From an optimization exercise on the open Yosys and OpenROAD flow, aimed at a short achievable clock period and few clock cycles; shortcuts taken in it are not production practice.
In this exercise RTL edits were held to simulation tests only and were not proved equivalent to the original.
Power figures rest on the tool's default switching activity, not on a simulated workload.

`design/flow/design.v`:
```
module flope #(
    parameter int Width = 1
)(
    input logic clk,
    input logic en,
    input logic[Width-1:0] d,
    output logic[Width-1:0] q
);
    always_ff @(posedge clk) begin
        if (en)
            q <= d; 
    end
endmodule
module floper #(
    parameter int Width = 1,
    parameter logic[Width-1:0] ResetValue = 0
)(
    input logic clk,
    input logic reset,
    input logic en,
    input logic[Width-1:0] d,
    output logic[Width-1:0] q
);
    always_ff @(posedge clk or posedge reset) begin
        if (reset)
            q <= ResetValue;
        else if (en)
            q <= d; 
    end
endmodule
module flopr #(
    parameter int Width = 1,
    parameter logic[Width-1:0] ResetValue = 0
)(
    input logic clk,
    input logic reset,
    input logic[Width-1:0] d,
    output logic[Width-1:0] q
);
    always_ff @(posedge clk or posedge reset) begin
        if (reset)
            q <= ResetValue;
        else
            q <= d; 
    end
endmodule
module mux2 #(
    parameter int Width = 1
)(
    input logic[Width-1:0] a0,
    input logic[Width-1:0] a1,
    input logic sel,
    output logic[Width-1:0] y
);
    assign y = sel ? a1 : a0;
endmodule
module mux4 #(
    parameter int Width = 1
)(
    input logic[Width-1:0] a0,
    input logic[Width-1:0] a1,
    input logic[Width-1:0] a2,
    input logic[Width-1:0] a3,
    input logic[1:0] sel,
    output logic[Width-1:0] y
);
    always_comb
        case (sel)
            2'h0: y = a0;
            2'h1: y = a1;
            2'h2: y = a2;
            2'h3: y = a3;
        endcase
endmodule
module controller(
    input logic[6:0] opcode,
    input logic[2:0] funct3,
    input logic funct75,
    output logic[1:0] rs_valid,
    output logic rd_valid,
    output logic[2:0] imm_sel,
    output logic[1:0] src_sel,
    output logic[3:0] alsu_func,
    output logic[1:0] exec_sel,
    output logic jump_d,
    output logic[2:0] flow_ctrl,
    output logic mem_write,
    output logic mem_read,
    output logic[2:0] mem_size,
    output logic system
);
    logic is_shift;
    logic[17:0] controls;
    assign is_shift = funct3[1:0] == 2'b01;
    assign mem_write = (opcode == 7'b01_000_11);
    assign mem_read = (opcode == 7'b00_000_11);
    assign mem_size = funct3;
    assign {rs_valid, rd_valid, imm_sel, src_sel, alsu_func, exec_sel, jump_d, flow_ctrl} = controls;
    always_comb begin
        system = 0;
        case (opcode)
            7'b00_100_11:
                if (is_shift) controls = {3'b01_1,  3'b000, 2'b10, {funct75, funct3},  2'b00, 4'b0000  };
                else          controls = {3'b01_1,  3'b000, 2'b10, {1'b0, funct3},   2'b00, 4'b0000  };
            7'b01_100_11:       controls = {3'b11_1, 3'b000, 2'b00, {funct75, funct3},  2'b00, 4'b0000  };
            7'b01_101_11:      controls = {3'b00_1,   3'b010, 2'b00,  4'b0000,    2'b01,  4'b0000  };
            7'b00_101_11:    controls = {3'b00_1,   3'b010, 2'b11, 4'b0000,  2'b00, 4'b0000  };
            7'b00_000_11:     controls = {3'b01_1,  3'b000, 2'b10, 4'b0000,  2'b00, 4'b0000  };
            7'b01_000_11:    controls = {3'b11_0,  3'b001, 2'b10, 4'b0000,  2'b00, 4'b0000  };
            7'b11_011_11:      controls = {3'b00_1,   3'b100, 2'b00,  4'b0000,    2'b10,  4'b1000 };
            7'b11_001_11:     controls = {3'b01_1,  3'b000, 2'b10, 4'b0000,  2'b10,  4'b0100 };
            7'b11_000_11:
                case (funct3)
                    3'b000:     controls = {3'b11_0,  3'b101, 2'b00, 4'b1000,  2'b00,    4'b0010 };
                    3'b001:     controls = {3'b11_0,  3'b101, 2'b00, 4'b1000,  2'b00,    4'b0011};
                    3'b100:     controls = {3'b11_0,  3'b101, 2'b00, 4'b0010,  2'b00,    4'b0011};
                    3'b101:     controls = {3'b11_0,  3'b101, 2'b00, 4'b0010,  2'b00,    4'b0010 };
                    3'b110:    controls = {3'b11_0,  3'b101, 2'b00, 4'b0011, 2'b00,    4'b0011};
                    3'b111:    controls = {3'b11_0,  3'b101, 2'b00, 4'b0011, 2'b00,    4'b0010 };
                    default:  controls = {3'b00_0,   3'b000, 2'b00,  4'b0000,    2'b00,    4'b0000  };
                endcase
            7'b00_011_11:     controls = {3'b00_0,   3'b000, 2'b00,  4'b0000,    2'b00,    4'b0000  };
            7'b11_100_11: begin
                system = 1;   controls = {3'b00_0,   3'b000, 2'b00,  4'b0000,    2'b00,    4'b0000  };
            end
            default: begin
                system = 1;   controls = {3'b00_0,   3'b000, 2'b00,  4'b0000,    2'b00,    4'b0000  };
            end
        endcase
    end
endmodule
module decode_stage(
    input logic clk,
    input logic halted,
    input logic[31:0] instr_d,
    input logic[31:0] pc_d,
    output logic[2:0] mem_size_d,
    output logic mem_write_d,
    output logic mem_read_d,
    output logic rd_valid_d,
    output logic[1:0] exec_sel_d,
    output logic[2:0] flow_ctrl_d,
    output logic[3:0] alsu_func_d,
    output logic[1:0] src_sel_d,
    output logic[3:0] fwd_sel_d,
    output logic[4:0] rd_d,
    output logic[31:0] reg_a_d,
    output logic[31:0] reg_b_d,
    output logic[31:0] imm_d,
    output logic[31:0] pc_imm_d,
    output logic jump_d,
    input logic[4:0] rd_w,
    input logic rd_valid_w,
    input logic[31:0] reg_d_w,
    input logic[4:0] rd_e,
    input logic rd_valid_e,
    input logic[4:0] rd_m,
    input logic rd_valid_m,
    input logic mem_read_e,
    output logic stall,
    input logic flush,
    output logic system
);
    logic[4:0] rs1;
    logic[4:0] rs2;
    logic[2:0] imm_sel;
    logic[1:0] rs_valid;
    logic mem_write_pre;
    logic mem_read_pre;
    logic rd_valid_pre;
    logic[2:0] flow_ctrl_pre;
    decomposer decomposer(instr_d, rd_d, rs1, rs2);
    reg_file reg_file(
        .clk(clk),
        .a1(rs1),
        .rd1(reg_a_d),
        .a2(rs2),
        .rd2(reg_b_d),
        .a3(rd_w),
        .wd3(reg_d_w),
        .we3(~halted & rd_valid_w)
    );
    imm_dec imm_dec(instr_d, imm_sel, imm_d);
    pc_imm_adder pc_imm_adder(pc_d, imm_d, pc_imm_d);
    logic system_pre;
    controller controller(
        .opcode(instr_d[6:0]),
        .funct3(instr_d[14:12]),
        .funct75(instr_d[30]),
        .rs_valid(rs_valid),
        .rd_valid(rd_valid_pre),
        .imm_sel(imm_sel),
        .src_sel(src_sel_d),
        .alsu_func(alsu_func_d),
        .exec_sel(exec_sel_d),
        .jump_d(jump_d),
        .flow_ctrl(flow_ctrl_pre),
        .mem_write(mem_write_pre),
        .mem_read(mem_read_pre),
        .mem_size(mem_size_d),
        .system(system_pre)
    );
    hazard_unit hazard_unit(
        .rs1(rs1),
        .rs2(rs2),
        .rs_valid(rs_valid),
        .rd_e(rd_e),
        .rd_valid_e(rd_valid_e),
        .rd_m(rd_m),
        .rd_valid_m(rd_valid_m),
        .mem_read_e(mem_read_e),
        .fwd_sel(fwd_sel_d),
        .stall(stall)
    );
    assign system = system_pre & ~flush;
    mux2 #(6) nop_mask(
        {mem_read_pre, mem_write_pre, rd_valid_pre, flow_ctrl_pre},
        6'd0,
        stall | flush,
        {mem_read_d, mem_write_d, rd_valid_d, flow_ctrl_d}
    );
endmodule
module decomposer(
    input logic[31:0] instr,
    output logic[4:0] rd,
    output logic[4:0] rs1,
    output logic[4:0] rs2
);
    assign rd = instr[11:7];
    assign rs1 = instr[19:15];
    assign rs2 = instr[24:20];
endmodule
module hazard_unit(
    input logic[4:0] rs1,
    input logic[4:0] rs2,
    input logic[1:0] rs_valid,
    input logic[4:0] rd_e,
    input logic rd_valid_e,
    input logic[4:0] rd_m,
    input logic rd_valid_m,
    input logic mem_read_e,
    output logic[3:0] fwd_sel,
    output logic stall
);
    always_comb begin
        fwd_sel = 4'b0000;
        stall = 1'b0;
        if (rd_valid_e & rd_e != 5'd0) begin
            fwd_sel[0] = rs_valid[0] & (rs1 == rd_e);
            fwd_sel[1] = rs_valid[1] & (rs2 == rd_e);
            stall = mem_read_e & (fwd_sel[0] | fwd_sel[1]);
        end
        if (rd_valid_m & rd_m != 5'd0) begin
            fwd_sel[2] = rs_valid[0] & (rs1 == rd_m);
            fwd_sel[3] = rs_valid[1] & (rs2 == rd_m);
        end
    end
endmodule
module imm_dec(
    input logic[31:0] instr,
    input logic[2:0] imm_sel,
    output logic[31:0] imm
);
    logic sign;
    assign sign = instr[31];
    always_comb
        case (imm_sel)
            3'b000: imm = { {20{sign}}, instr[31:20] };                                  
            3'b001: imm = { {20{sign}}, instr[31:25], instr[11:7] };                     
            3'b010: imm = { instr[31:12], 12'h0 };                                       
            3'b100: imm = { {12{sign}}, instr[19:12], instr[20], instr[30:21], 1'b0 };   
            3'b101: imm = { {20{sign}}, instr[7], instr[30:25], instr[11:8], 1'b0 };     
            default: imm = 32'h0;
        endcase
endmodule
module pc_imm_adder(
    input logic[31:0] pc,
    input logic[31:0] imm,
    output logic[31:0] pc_imm
);
    assign pc_imm = pc + imm;
endmodule
module reg_file(
    input logic clk,
    input logic[4:0] a1,
    output logic[31:0] rd1,
    input logic[4:0] a2,
    output logic[31:0] rd2,
    input logic[4:0] a3,
    input logic[31:0] wd3,
    input logic we3
);
    logic[31:0] regs[32];
    always_ff @(posedge clk) begin
        if (we3 && a3 != 5'h0)
            regs[a3] <= wd3;
    end
    assign rd1 = (a1 == 5'h0) ? 32'h0 : ((we3 && a1 == a3) ? wd3 : regs[a1]);
    assign rd2 = (a2 == 5'h0) ? 32'h0 : ((we3 && a2 == a3) ? wd3 : regs[a2]);
endmodule
module alsu(
    input logic[31:0] a,
    input logic[31:0] b,
    input logic[3:0] f,
    output logic[31:0] s,
    output logic zero
);
    logic sub_en;
    logic[31:0] bb, sum, xor_res, or_res, and_res, shift_res;
    logic an, bn, sn, slt;
    assign sub_en = f[3] | f[1];
    assign bb = {32{sub_en}} ^ b;
    assign sum = a + bb + sub_en;
    assign xor_res = a ^ b;
    assign or_res = a | b;
    assign and_res = a & b;
    assign an = a[31];
    assign bn = b[31];
    assign sn = sum[31];
    always_comb
        case ({an, bn})
            2'b00: slt = sn;
            2'b01: slt = f[0];
            2'b10: slt = ~f[0];
            2'b11: slt = sn;
        endcase
    shifter shifter(a, b[4:0], f[3:2], shift_res);    
    always_comb
        case (f[2:0])
            3'b000: s = sum;
            3'b001: s = shift_res;
            3'b010: s = {31'h0, slt};
            3'b011: s = {31'h0, slt};
            3'b100: s = xor_res;
            3'b101: s = shift_res;
            3'b110: s = or_res;
            3'b111: s = and_res;
        endcase
    assign zero = ~|s;
endmodule
module execute_stage(
    input logic[1:0] exec_sel_e,
    input logic[2:0] flow_ctrl_e,
    input logic[3:0] alsu_func_e,
    input logic[1:0] src_sel_e,
    input logic[3:0] fwd_sel_e,
    input logic[31:0] reg_a_e,
    input logic[31:0] reg_b_e,
    input logic[31:0] imm_e,
    input logic[31:0] pc_e,
    input logic[31:0] pc4_e,
    output logic[31:0] exec_res_e,
    output logic[31:0] fwd_b_e,
    output logic[1:0] pc_sel_e,
    output logic[31:0] alsu_res_e,
    input logic[31:0] exec_res_m,
    input logic[31:0] reg_d_w,
    output logic flush
);
    logic[31:0] fwd_a;
    logic[31:0] fwd_b;
    logic[31:0] src_a;
    logic[31:0] src_b;
    logic zero;
    fwd_mux fwd_mux(reg_a_e, reg_b_e, exec_res_m, reg_d_w, fwd_sel_e, fwd_a, fwd_b);
    src_mux src_mux(fwd_a, fwd_b, pc_e, imm_e, src_sel_e, src_a, src_b);
    assign fwd_b_e = fwd_b;
    alsu alsu(src_a, src_b, alsu_func_e, alsu_res_e, zero);
    flow_control flow_control(zero, flow_ctrl_e, pc_sel_e, flush);
    mux4 #(32) exec_mux(alsu_res_e, imm_e, pc4_e, pc4_e, exec_sel_e, exec_res_e);
endmodule
module flow_control(
    input logic zero,
    input logic[2:0] flow_ctrl,
    output logic[1:0] pc_sel_e,
    output logic flush
);
    logic branch_cond, branch_taken;
    assign branch_cond = zero ^ flow_ctrl[0];
    assign branch_taken = branch_cond & flow_ctrl[1];
    assign pc_sel_e = {flow_ctrl[2], branch_taken};
    assign flush = branch_taken | flow_ctrl[2];
endmodule
module fwd_mux(
    input logic[31:0] reg_a,
    input logic[31:0] reg_b,
    input logic[31:0] exec_res_m,
    input logic[31:0] reg_d_w,
    input logic[3:0] fwd_sel,
    output logic[31:0] fwd_a,
    output logic[31:0] fwd_b
);
    assign fwd_a = fwd_sel[0] ? exec_res_m : (fwd_sel[2] ? reg_d_w : reg_a);
    assign fwd_b = fwd_sel[1] ? exec_res_m : (fwd_sel[3] ? reg_d_w : reg_b);
endmodule
module shifter (
    input logic[31:0] a,
    input logic[4:0] shamt,
    input logic[1:0] f,
    output logic[31:0] y
);
    logic[63:0] bc;
    logic[4:0] k;
    logic[47:0] d4;
    logic[39:0] d3;
    logic[35:0] d2;
    logic[33:0] d1;
    logic[32:0] d0;
    always_comb
        case (f)
            2'b00: bc = {a, 32'h0};
            2'b01: bc = {32'h0, a};
            2'b10: bc = {a, 32'h0};
            2'b11: bc = {{32{a[31]}}, a};
        endcase
    assign k = {5{~f[0]}} ^ shamt;
    assign d4 = k[4] ? bc[63:16] : bc[47:0];
    assign d3 = k[3] ? d4[47:8] : d4[39:0];
    assign d2 = k[2] ? d3[39:4] : d3[35:0];
    assign d1 = k[1] ? d2[35:2] : d2[33:0];
    assign d0 = k[0] ? d1[33:1] : d1[32:0];
    assign y = f[0] ? d0[31:0] : d0[32:1];
endmodule
module src_mux(
    input logic[31:0] fwd_a,
    input logic[31:0] fwd_b,
    input logic[31:0] pc,
    input logic[31:0] imm,
    input logic[1:0] src_sel,
    output logic[31:0] src_a,
    output logic[31:0] src_b
);
    assign src_a = src_sel[0] ? pc : fwd_a;
    assign src_b = src_sel[1] ? imm : fwd_b;
endmodule
module fetch_stage #(
    parameter logic[31:0] BootVector = 32'h0000_0000
)(
    input logic clk,
    input logic reset,
    input logic halted,
    output logic[31:0] i_addr,
    input logic[31:0] i_data,
    output logic[31:0] instr_f,
    output logic[31:0] pc_f,
    output logic[31:0] pc4_f,
    input logic[31:0] pc_imm_d,
    input logic[31:0] pc_imm_e,
    input logic[31:0] alsu_res_e,
    input logic jump_d,
    input logic[1:0] pc_sel_e,
    input logic stall,
    input logic flush,
    output logic misaligned_pc
);
    logic[31:0] pc1;
    logic[31:0] pc2;
    logic[31:0] pc3;
    floper #(32, BootVector) pc_reg(clk, reset, ~halted & ~stall, pc1, pc_f);
    pc4_adder pc4_adder(pc_f, pc4_f);
    mux2 #(32) pc_mux_d(pc4_f, pc_imm_d, jump_d, pc3);
    mux4 #(32) pc_mux_e(pc3, pc_imm_e, alsu_res_e, alsu_res_e, pc_sel_e, pc2);
    pc_mask pc_mask(pc2, pc1, misaligned_pc);
    assign i_addr = pc_f;
    mux2 #(32) instr_mux(i_data, 32'b000000000000_00000_000_00000_0010011, flush | jump_d, instr_f);
endmodule
module pc4_adder(
    input logic[31:0] pc,
    output logic[31:0] pc4
);
    assign pc4 = pc + 4;
endmodule
module pc_mask(
    input logic[31:0] pc2,
    output logic[31:0] pc1,
    output logic misaligned_pc
);
    assign pc1 = {pc2[31:2], 2'b0};
    assign misaligned_pc = pc2[1];
endmodule
module halt_ctrl(
    input logic clk,
    input logic reset,
    input logic system,
    input logic misaligned_pc,
    input logic misaligned_addr,
    input logic unhalt,
    output logic halted
);
    logic halt_set;
    always_ff @(posedge clk or posedge reset) begin
        if (reset)
            halted <= 0;
        else begin
            if (unhalt)
                halted <= 0;
            else if (halt_set)
                halted <= 1;
        end
    end
    assign halt_set = system | misaligned_pc | misaligned_addr;
endmodule
module addr_dec(
    input logic[31:0] addr,
    output logic[1:0] byte_offset,
    output logic[31:0] word_addr
);
    assign byte_offset = addr[1:0];
    assign word_addr = {addr[31:2], 2'b00};
endmodule
module dmem_ctrl(
    input logic[31:0] a,
    input logic[31:0] wd,
    output logic[31:0] rd,
    input logic mem_write,
    input logic[2:0] mem_size,
    output logic[31:0] d_addr,
    output logic[31:0] d_wdata,
    output logic[3:0] d_wstrb,
    input logic[31:0] d_rdata,
    output logic misaligned_addr
);
    logic[1:0] byte_offset;
    logic[3:0] lanes;
    addr_dec addr_dec(a, byte_offset, d_addr);
    lane_dec lane_dec(byte_offset, mem_size, lanes);
    write_shifter write_shifter(wd, lanes, d_wdata);
    read_shifter read_shifter(d_rdata, lanes, mem_size[2], rd);
    assign d_wstrb = lanes & {4{mem_write}};
    assign misaligned_addr = (lanes == 4'h0);
endmodule
module lane_dec(
    input logic[1:0] byte_offset,
    input logic[2:0] mem_size,
    output logic[3:0] lanes
);
    always_comb begin
        case (mem_size[1:0])
            2'b00:
                case (byte_offset)
                    2'h0: lanes = 4'b0001;
                    2'h1: lanes = 4'b0010;
                    2'h2: lanes = 4'b0100;
                    2'h3: lanes = 4'b1000;
                endcase
            2'b01:
                case (byte_offset)
                    2'h0: lanes = 4'b0011;
                    2'h2: lanes = 4'b1100;
                    default: lanes = 4'b0000;
                endcase
            2'b10:
                lanes = (byte_offset == 2'h0) ? 4'b1111 : 4'b0000;
            default: lanes = 4'b0000;
        endcase
    end
endmodule
module memory_stage(
    input logic halted,
    output logic[31:0] d_addr,
    output logic[31:0] d_wdata,
    output logic[3:0] d_wstrb,
    input logic[31:0] d_rdata,
    input logic[2:0] mem_size_m,
    input logic mem_write_m,
    input logic mem_read_m,
    input logic[31:0] exec_res_m,
    input logic[31:0] fwd_b_m,
    output logic[31:0] reg_d_m,
    output logic misaligned_addr
);
    logic[31:0] mem_res;
    logic mem_op_m;
    logic misaligned_addr_pre;
    dmem_ctrl dmem_ctrl(
        .a(exec_res_m),
        .wd(fwd_b_m),
        .rd(mem_res),
        .mem_write(~halted & mem_write_m),
        .mem_size(mem_size_m),
        .d_addr(d_addr),
        .d_wdata(d_wdata),
        .d_wstrb(d_wstrb),
        .d_rdata(d_rdata),
        .misaligned_addr(misaligned_addr_pre)
    );
    mux2 #(32) mem_mux(exec_res_m, mem_res, mem_read_m, reg_d_m);
    assign mem_op_m = mem_read_m | mem_write_m;
    assign misaligned_addr = misaligned_addr_pre & mem_op_m;
endmodule
module read_shifter(
    input logic[31:0] rdata,
    input logic[3:0] lanes,
    input logic zeroext,
    output logic[31:0] rd
);
    always_comb
        case (lanes)
            4'b0001: rd = zeroext ? {24'h0, rdata[7:0]}   : {{24{rdata[7]}},  rdata[7:0]};
            4'b0010: rd = zeroext ? {24'h0, rdata[15:8]}  : {{24{rdata[15]}}, rdata[15:8]};
            4'b0100: rd = zeroext ? {24'h0, rdata[23:16]} : {{24{rdata[23]}}, rdata[23:16]};
            4'b1000: rd = zeroext ? {24'h0, rdata[31:24]} : {{24{rdata[31]}}, rdata[31:24]};
            4'b0011: rd = zeroext ? {16'h0, rdata[15:0]}  : {{16{rdata[15]}}, rdata[15:0]};
            4'b1100: rd = zeroext ? {16'h0, rdata[31:16]} : {{16{rdata[31]}}, rdata[31:16]};
            4'b1111: rd = rdata;
            default: rd = 32'h0;
        endcase
endmodule
module write_shifter(
    input logic[31:0] wd,
    input logic[3:0] lanes,
    output logic[31:0] wdata
);
    always_comb
        casez (lanes)
            4'b??10: wdata = { wd[31:16], wd[7:0], wd[7:0] };
            4'b?100: wdata = { wd[15:0], wd[15:0] };
            4'b1000: wdata = { wd[7:0], wd[23:0] };
            default: wdata = wd;
        endcase
endmodule
module de_reg(
    input logic clk,
    input logic reset,
    input logic halted,
    input logic[2:0] mem_size_d,
    input logic mem_write_d,
    input logic mem_read_d,
    input logic rd_valid_d,
    input logic[1:0] exec_sel_d,
    input logic[2:0] flow_ctrl_d,
    input logic[3:0] alsu_func_d,
    input logic[1:0] src_sel_d,
    input logic[3:0] fwd_sel_d,
    input logic[4:0] rd_d,
    input logic[31:0] reg_a_d,
    input logic[31:0] reg_b_d,
    input logic[31:0] imm_d,
    input logic[31:0] pc_imm_d,
    input logic[31:0] pc_d,
    input logic[31:0] pc4_d,
    output logic[2:0] mem_size_e,
    output logic mem_write_e,
    output logic mem_read_e,
    output logic rd_valid_e,
    output logic[1:0] exec_sel_e,
    output logic[2:0] flow_ctrl_e,
    output logic[3:0] alsu_func_e,
    output logic[1:0] src_sel_e,
    output logic[3:0] fwd_sel_e,
    output logic[4:0] rd_e,
    output logic[31:0] reg_a_e,
    output logic[31:0] reg_b_e,
    output logic[31:0] imm_e,
    output logic[31:0] pc_imm_e,
    output logic[31:0] pc_e,
    output logic[31:0] pc4_e
);
    floper #(6) floper(
        clk, reset, ~halted,
        {mem_read_d, mem_write_d, rd_valid_d, flow_ctrl_d},
        {mem_read_e, mem_write_e, rd_valid_e, flow_ctrl_e}
    );
    flope #(212) flope(
        clk, ~halted,
        {mem_size_d, exec_sel_d, alsu_func_d, src_sel_d, fwd_sel_d, rd_d, reg_a_d, reg_b_d, imm_d, pc_imm_d, pc_d, pc4_d},
        {mem_size_e, exec_sel_e, alsu_func_e, src_sel_e, fwd_sel_e, rd_e, reg_a_e, reg_b_e, imm_e, pc_imm_e, pc_e, pc4_e}
    );
endmodule
module em_reg(
    input logic clk,
    input logic reset,
    input logic halted,
    input logic[2:0] mem_size_e,
    input logic mem_write_e,
    input logic mem_read_e,
    input logic rd_valid_e,
    input logic[4:0] rd_e,
    input logic[31:0] exec_res_e,
    input logic[31:0] fwd_b_e,
    output logic[2:0] mem_size_m,
    output logic mem_write_m,
    output logic mem_read_m,
    output logic rd_valid_m,
    output logic[4:0] rd_m,
    output logic[31:0] exec_res_m,
    output logic[31:0] fwd_b_m
);
    floper #(3) floper(
        clk, reset, ~halted,
        {mem_read_e, mem_write_e, rd_valid_e},
        {mem_read_m, mem_write_m, rd_valid_m}
    );
    flope #(72) flope(
        clk, ~halted,
        {mem_size_e, rd_e, exec_res_e, fwd_b_e},
        {mem_size_m, rd_m, exec_res_m, fwd_b_m}
    );
endmodule
module fd_reg(
    input logic clk,
    input logic reset,
    input logic halted,
    input logic stall,
    input logic[31:0] instr_f,
    input logic[31:0] pc_f,
    input logic[31:0] pc4_f,
    output logic[31:0] instr_d,
    output logic[31:0] pc_d,
    output logic[31:0] pc4_d
);
    floper #(32,32'b000000000000_00000_000_00000_0010011) floper(
        clk, reset, ~halted & ~stall,
        instr_f,
        instr_d
    );
    flope #(64) flope(
        clk, ~halted & ~stall,
        {pc_f, pc4_f},
        {pc_d, pc4_d}
    );
endmodule
module mw_reg(
    input logic clk,
    input logic reset,
    input logic halted,
    input logic rd_valid_m,
    input logic[4:0] rd_m,
    input logic[31:0] reg_d_m,
    output logic rd_valid_w,
    output logic[4:0] rd_w,
    output logic[31:0] reg_d_w
);
    floper #(1) floper(
        clk, reset, ~halted,
        rd_valid_m,
        rd_valid_w
    );
    flope #(37) flope(
        clk, ~halted,
        {rd_m, reg_d_m},
        {rd_w, reg_d_w}
    );
endmodule
module riscv #(
    parameter logic[31:0] BootVector = 32'h0000_0000
)(
    input logic clk,
    input logic reset,
    output logic halted,
    input logic unhalt,
    output logic[31:0] i_addr,
    input logic[31:0] i_data,
    output logic[31:0] d_addr,
    output logic[31:0] d_wdata,
    output logic[3:0] d_wstrb,
    input logic[31:0] d_rdata
);
    logic[31:0] instr_f;
    logic[31:0] pc_f;
    logic[31:0] pc4_f;
    logic[31:0] instr_d;
    logic[31:0] pc_d;
    logic[31:0] pc4_d;
    logic[2:0] mem_size_d;
    logic mem_write_d;
    logic mem_read_d;
    logic rd_valid_d;
    logic[1:0] exec_sel_d;
    logic[2:0] flow_ctrl_d;
    logic[3:0] alsu_func_d;
    logic[1:0] src_sel_d;
    logic[3:0] fwd_sel_d;
    logic[4:0] rd_d;
    logic[31:0] reg_a_d;
    logic[31:0] reg_b_d;
    logic[31:0] imm_d;
    logic[31:0] pc_imm_d;
    logic jump_d;
    logic[2:0] mem_size_e;
    logic mem_write_e;
    logic mem_read_e;
    logic rd_valid_e;
    logic[1:0] exec_sel_e;
    logic[2:0] flow_ctrl_e;
    logic[3:0] alsu_func_e;
    logic[1:0] src_sel_e;
    logic[3:0] fwd_sel_e;
    logic[4:0] rd_e;
    logic[31:0] reg_a_e;
    logic[31:0] reg_b_e;
    logic[31:0] imm_e;
    logic[31:0] pc_imm_e;
    logic[31:0] pc_e;
    logic[31:0] pc4_e;
    logic[31:0] exec_res_e;
    logic[31:0] fwd_b_e;
    logic[1:0] pc_sel_e;
    logic[31:0] alsu_res_e;
    logic[2:0] mem_size_m;
    logic mem_write_m;
    logic mem_read_m;
    logic rd_valid_m;
    logic[4:0] rd_m;
    logic[31:0] exec_res_m;
    logic[31:0] fwd_b_m;
    logic[31:0] reg_d_m;
    logic rd_valid_w;
    logic[4:0] rd_w;
    logic[31:0] reg_d_w;
    logic stall;
    logic flush;
    logic system;
    logic misaligned_pc;
    logic misaligned_addr;
    fetch_stage fetch(.*);
    fd_reg fd_reg(.*);
    decode_stage decode(.*);
    de_reg de_reg(.*);
    execute_stage execute(.*);
    em_reg em_reg(.*);
    memory_stage memory(.*);
    mw_reg mw_reg(.*);
    halt_ctrl halt_ctrl(.*);
endmodule
```
`design/flow/constraint.sdc`:
```
create_clock -name core_clock -period 10.0 [get_ports {clk}]
set_input_delay 2.0000 -clock core_clock [delete_from_list [all_inputs] [get_ports {clk}]]
set_output_delay 2.0000 -clock core_clock [all_outputs]
set_load 0.01 [all_outputs]
```
`design/flow/run.sh`:
```
#!/bin/bash
# synth_recipe.tcl (not shown) runs the flow's synth.tcl, then flattens the netlist and writes it again
# the make line also repeats each setting of config.mk as NAME=value (left out here)
make -C /OpenROAD-flow-scripts/flow DESIGN_CONFIG=/design/flow/config.mk WORK_HOME=/design/flow/orfs CLKGATE_MAP_FILE= SYNTH_SCRIPT=/design/flow/synth_recipe.tcl finish
```
`design/flow/config.mk`:
```
export PLATFORM = sky130hd
export DESIGN_NAME = riscv
export DESIGN_NICKNAME = riscv
export VERILOG_FILES = /design/flow/design.v
export SDC_FILE = /design/flow/constraint.sdc
export NUM_CORES = 4
export LEC_CHECK = 0
export CAP_MARGIN = 20
export CORE_MARGIN = 2
export CORE_UTILIZATION = 40
export SLEW_MARGIN = 20
```
==> results.txt <==
cells in the mapped netlist (all sizes together) (30+ instances only):
library cell / instances
a31oi: 30
buf: 208
o221ai: 55
mux2i: 177
dfrtp: 70
nand2: 247
nor2: 401
a211oi: 91
xor2: 44
a22o: 37
a21o: 33
a22oi: 42
ha: 126
nand3: 66
nor3: 80
mux2: 68
clkbuf: 249
edfxtp: 1399
o211ai: 33
o22ai: 35
mux4: 642
inv: 134
a21oi: 252
nand2b: 58
o21ai: 194
xnor2: 98
worst max-delay path, cell delays in order (launching register included):
cell	delay [ns]
sky130_fd_sc_hd__edfxtp_1	0.59
sky130_fd_sc_hd__buf_4	0.44
sky130_fd_sc_hd__or3b_1	0.46
sky130_fd_sc_hd__o211ai_4	0.10
sky130_fd_sc_hd__inv_2	0.08
sky130_fd_sc_hd__buf_4	0.36
sky130_fd_sc_hd__nor3_1	0.71
sky130_fd_sc_hd__nor3_1	0.09
sky130_fd_sc_hd__o32ai_1	0.72
sky130_fd_sc_hd__a21oi_1	0.20
sky130_fd_sc_hd__a221oi_1	1.02
sky130_fd_sc_hd__a21boi_0	0.22
sky130_fd_sc_hd__o32ai_1	0.53
sky130_fd_sc_hd__nor4b_1	0.12
sky130_fd_sc_hd__nand4_1	0.23
sky130_fd_sc_hd__nor4_4	0.08
sky130_fd_sc_hd__mux2i_1	0.21
sky130_fd_sc_hd__nor3_4	0.97
sky130_fd_sc_hd__mux2_2	0.42
sky130_fd_sc_hd__o221ai_1	0.20
state kept, by name (all words and copies together), names as in the netlist, 6 cells and up:
name and count:
mw_reg.flope.q 37, de_reg.flope.q 206, decode.reg_file.regs 1024, de_reg.floper.q 6
fd_reg.flope.q 60, em_reg.flope.q 72, fd_reg.floper.q 32, fetch.pc_reg.q 30
area by class of cell:
cell class                      count  area share (%)
Sequential cell                  1472            49.8
Timing Repair Buffer              340            3.54
Multi-Input combinational cell   3235            36.5
Inverter                          139           0.615
Clock buffer                      194            4.70
Tap cell                         2542            3.61
Antenna cell                        4          0.0114
Clock inverter                     91            1.17
worst max path at each step:
stage | slack [ns] | from | to
4_1_cts | 2.25 | de_reg.flope.q[201] | fetch.pc_reg.q[25]
3_3_place_gp | 2.43 | de_reg.flope.q[201] | fetch.pc_reg.q[25]
5_1_grt | 1.61 | de_reg.flope.q[201] | fetch.pc_reg.q[22]
3_5_place_dp | 2.32 | de_reg.flope.q[201] | fetch.pc_reg.q[25]
6_report | 2.04 | de_reg.flope.q[198] | fetch.pc_reg.q[22]
2_1_floorplan | 2.41 | halt_ctrl.halted | fd_reg.floper.q[10]
layer usage:
layer | GRT usage, % | wire [um]
met4 | 17.1 | 20000
met1 | 38.3 | 110000
met2 | 45.4 | 135000
met3 | 5.89 | 28600
met5 | 0 | 25
where the power goes:
group	internal (mW)	switching, mW	leakage [nW]	total (mW)
logic	2.18	3.63	12.9	5.81
clock network	3.31	2.56	2.50	5.88
registers	7.45	0.582	14.0	8.03
cell families after synthesis:
logic type               Yosys count
other                              1
multiplexers                     887
flip-flops                      1472
AND/OR/NAND/NOR                 1024
AO/OA/AOI/OAI                   1018
XOR/XNOR                         142
adder cells (fa/ha/maj)          128
buffers and inverters            596
==> impl_summary.txt <==
----------------------------------------------------
[Min path]
  Number of cells on the worst hold path ... 0
  Endpoint of the worst hold path ... de_reg.flope.q[29]
  Class of the tightest hold or removal check ... reg2reg
  Startpoint of the tightest hold check path ... fd_reg.flope.q[29]

[Critical path]
  Worst-case register-to-register setup slack ... 2.04 ns
  Worst path arrival time ... 8.64 ns
  CP endpoint kind ... flip-flop
  Destination of the worst register-to-register timing path ... fetch.pc_reg.q[22]
  CP Data Required Time ... 10.69 ns
  Startpoint-to-endpoint class of the critical path ... reg2reg
  Largest fanout on the critical path ... 65
  R2R Path Start ... de_reg.flope.q[198]
  Kind of start point of the critical path ... flip-flop
  Path depth of the worst reg2reg path ... 19

[Pwr]
  Static leakage ... 29.4 nW
  Worst IR Drop VDD ... 0.161 mV
  Total Power ... 19.7 mW
  Power per cell area ... 224 nW/um^2

[Layout]
  Final Core Density ... 45.3%
  Commonest cells after routing, fill and taps aside ... sky130_fd_sc_hd__edfxtp_1 (1399), sky130_fd_sc_hd__mux4_2 (642), sky130_fd_sc_hd__nor2_1 (364), sky130_fd_sc_hd__a21oi_1 (251), sky130_fd_sc_hd__nand2_1 (243)
  Area overhead of the layout relative to synthesis ... 12.6%
  Multi-input combinational cell area ... 32200 um^2
  Most common cell after layout, fill and taps aside ... sky130_fd_sc_hd__edfxtp_1
  Layout net count ... 5540
  Post-route standard cell area excluding fillers ... 88100 um^2
  Layout fillers ... 17000
  Layout cell share with drive strength beyond 1 ... 22.7%
  Number of standard cells in the final layout excluding fillers ... 8017
  Seq. cell area ... 43900 um^2

[STA]
  Unrepaired setup endpoints after global routing ... false
  PnR worst setup slack ... 2.04 ns
  Clock period minus final worst setup slack ... 7.96 ns
  Rel. slew slack ... 20.9%
  Count of pins over their slew limit ... 0
  Setup violations, final ... 0
  WHS ... 0.393 ns
  Least-Margin Pin Slew ... 1.18 ns
  Fin Clk Skew ... 0.0552 ns
  Accumulated negative setup slack ... 0 ns
  Hold Vio Cnt, Final ... 0
  Final cycle utilization of the critical path ... 79.6%
  Peak Freq ... 126 MHz

[Logic synthesis]
  Most frequently used flop master after synthesis ... sky130_fd_sc_hd__edfxtp_1
  Combinational family with the most area after synthesis ... multiplexers
  Mean instance size in the synthesized netlist ... 14.9 um^2
  Sequential-to-total area share from yosys stat ... 56.0%
  Number of synthesized flops with an enable pin ... 1399
  Asr flop ratio synth ... 4.96%
  Cell area after synthesis ... 78200 um^2
  Share of cell area taken by muxes after synthesis ... 21.7%
  Number of synthesized register bits ... 1472
  Post-synth top area cell ... sky130_fd_sc_hd__edfxtp_1
  Adder and majority cell fraction of the synthesized area ... 2.07%
  Leading cell types by total area after synthesis ... sky130_fd_sc_hd__edfxtp_1 (54%), sky130_fd_sc_hd__mux4_2 (18%), sky130_fd_sc_hd__dfrtp_1 (2.2%)
  Share of Yosys cell area claimed by the top area cell type ... 53.7%
  Post-synthesis instance total ... 5268
  Post-synthesis xor/xnor area fraction ... 1.62%
  Synthesis Warnings ... 20
  Post-synthesis share of cell area spent on and, or, nand and nor gates ... 6.10%
  Number of distinct library cell variants in the gate-level netlist after synthesis ... 111
  Complex-gate fraction of the synthesized area ... 9.00%

[Placement]
  Input/output buffers ... 163
  Instance area after placement ... 82700 um^2
  Detailed placer's ending HPWL ... 195 mm
  Final estimated routing congestion in global placement ... 1.06
  Pre-CTS worst setup slack ... 2.32 ns
  Total placed cells including tap cells ... 7718

[Global route]
  Via count of the first global-routing pass ... 51500
  Total global routing track utilization ... 29.3%
  Maximum number of pins on one net before global-route repair ... 100
  Wire length of the first global-routing pass ... 407 mm
  Remaining global-route overflow ... 0
  Antenna violations before repair ... 9

[Clock network]
  Number of buffers on the longest clock path ... 3
  Total number of H-tree levels ... 4
  Clock insertion delay at the later pin of the skew report ... 0.84 ns
  Clock root cell ... sky130_fd_sc_hd__clkbuf_16
  Hold bufs inserted after CTS ... 0
  Number of CTS-inserted buffers ... 157
  Count of instances resized after the clock tree is built ... 0
  Clk pin slew, worst setup/hold paths ... 0.07 ns
  CTS Sinks ... 1472
  Setup bufs post-CTS ... 0
  TritonCTS clock tree ... built

[Floorplan]
  Number of cell rows ... 162
  Core footprint ... 195000 um^2
  Die X-Extent ... 446 um
  I/O pin total ... 168
  Die height ... 446 um
  Effective utilization at floorplan ... 40.2%
  Die area ... 199000 um^2

[Job]
  Max-cap violations ... 0

[Outcome]
  Status ... timing/DRC/antenna clean

[Route]
  Total DRC errors in the routed layout ... 0
  Routed wire per std cell ... 36.6 um
  Number of nets still failing antenna checks after routing ... 0
  Total wire length ... 293 mm
  DR iter-0 viols ... 7832
  Vias ... 52700
  Detailed-route vias per instance ... 6.57
  DR pass1 iterations ... 9

----------------------------------------------------
Testbench counts, summed over its fixed seeds: cycles 96,635.

-- port drivers added, routing unchanged --
No port has a modelled driver above. Below, the same layout with a new extraction and two added sets of constraints.
Step 1: set_driving_cell puts a clkbuf_16 on clk and a buf_2 on each other input, an assumption about the parent block.
Step 2 adds t to the input delays and takes it off the output delays; t is the mean of the earliest and latest rising clock arrival at the registers after step 1. Input paths then give back, and output paths get back, about the clock's delay inside the block.
Three values: ideal ports, drivers, drivers and shift; two values: the first two.
shift t [ns]: 0.900
setup slack, ns: 2.042 / 2.042 / 2.042
pins driven straight from the clock port: 1
After both steps setup and hold are still met in this run. The setup slack of this run moves by 0.000 ns with the drivers and by 0.000 ns with both steps.
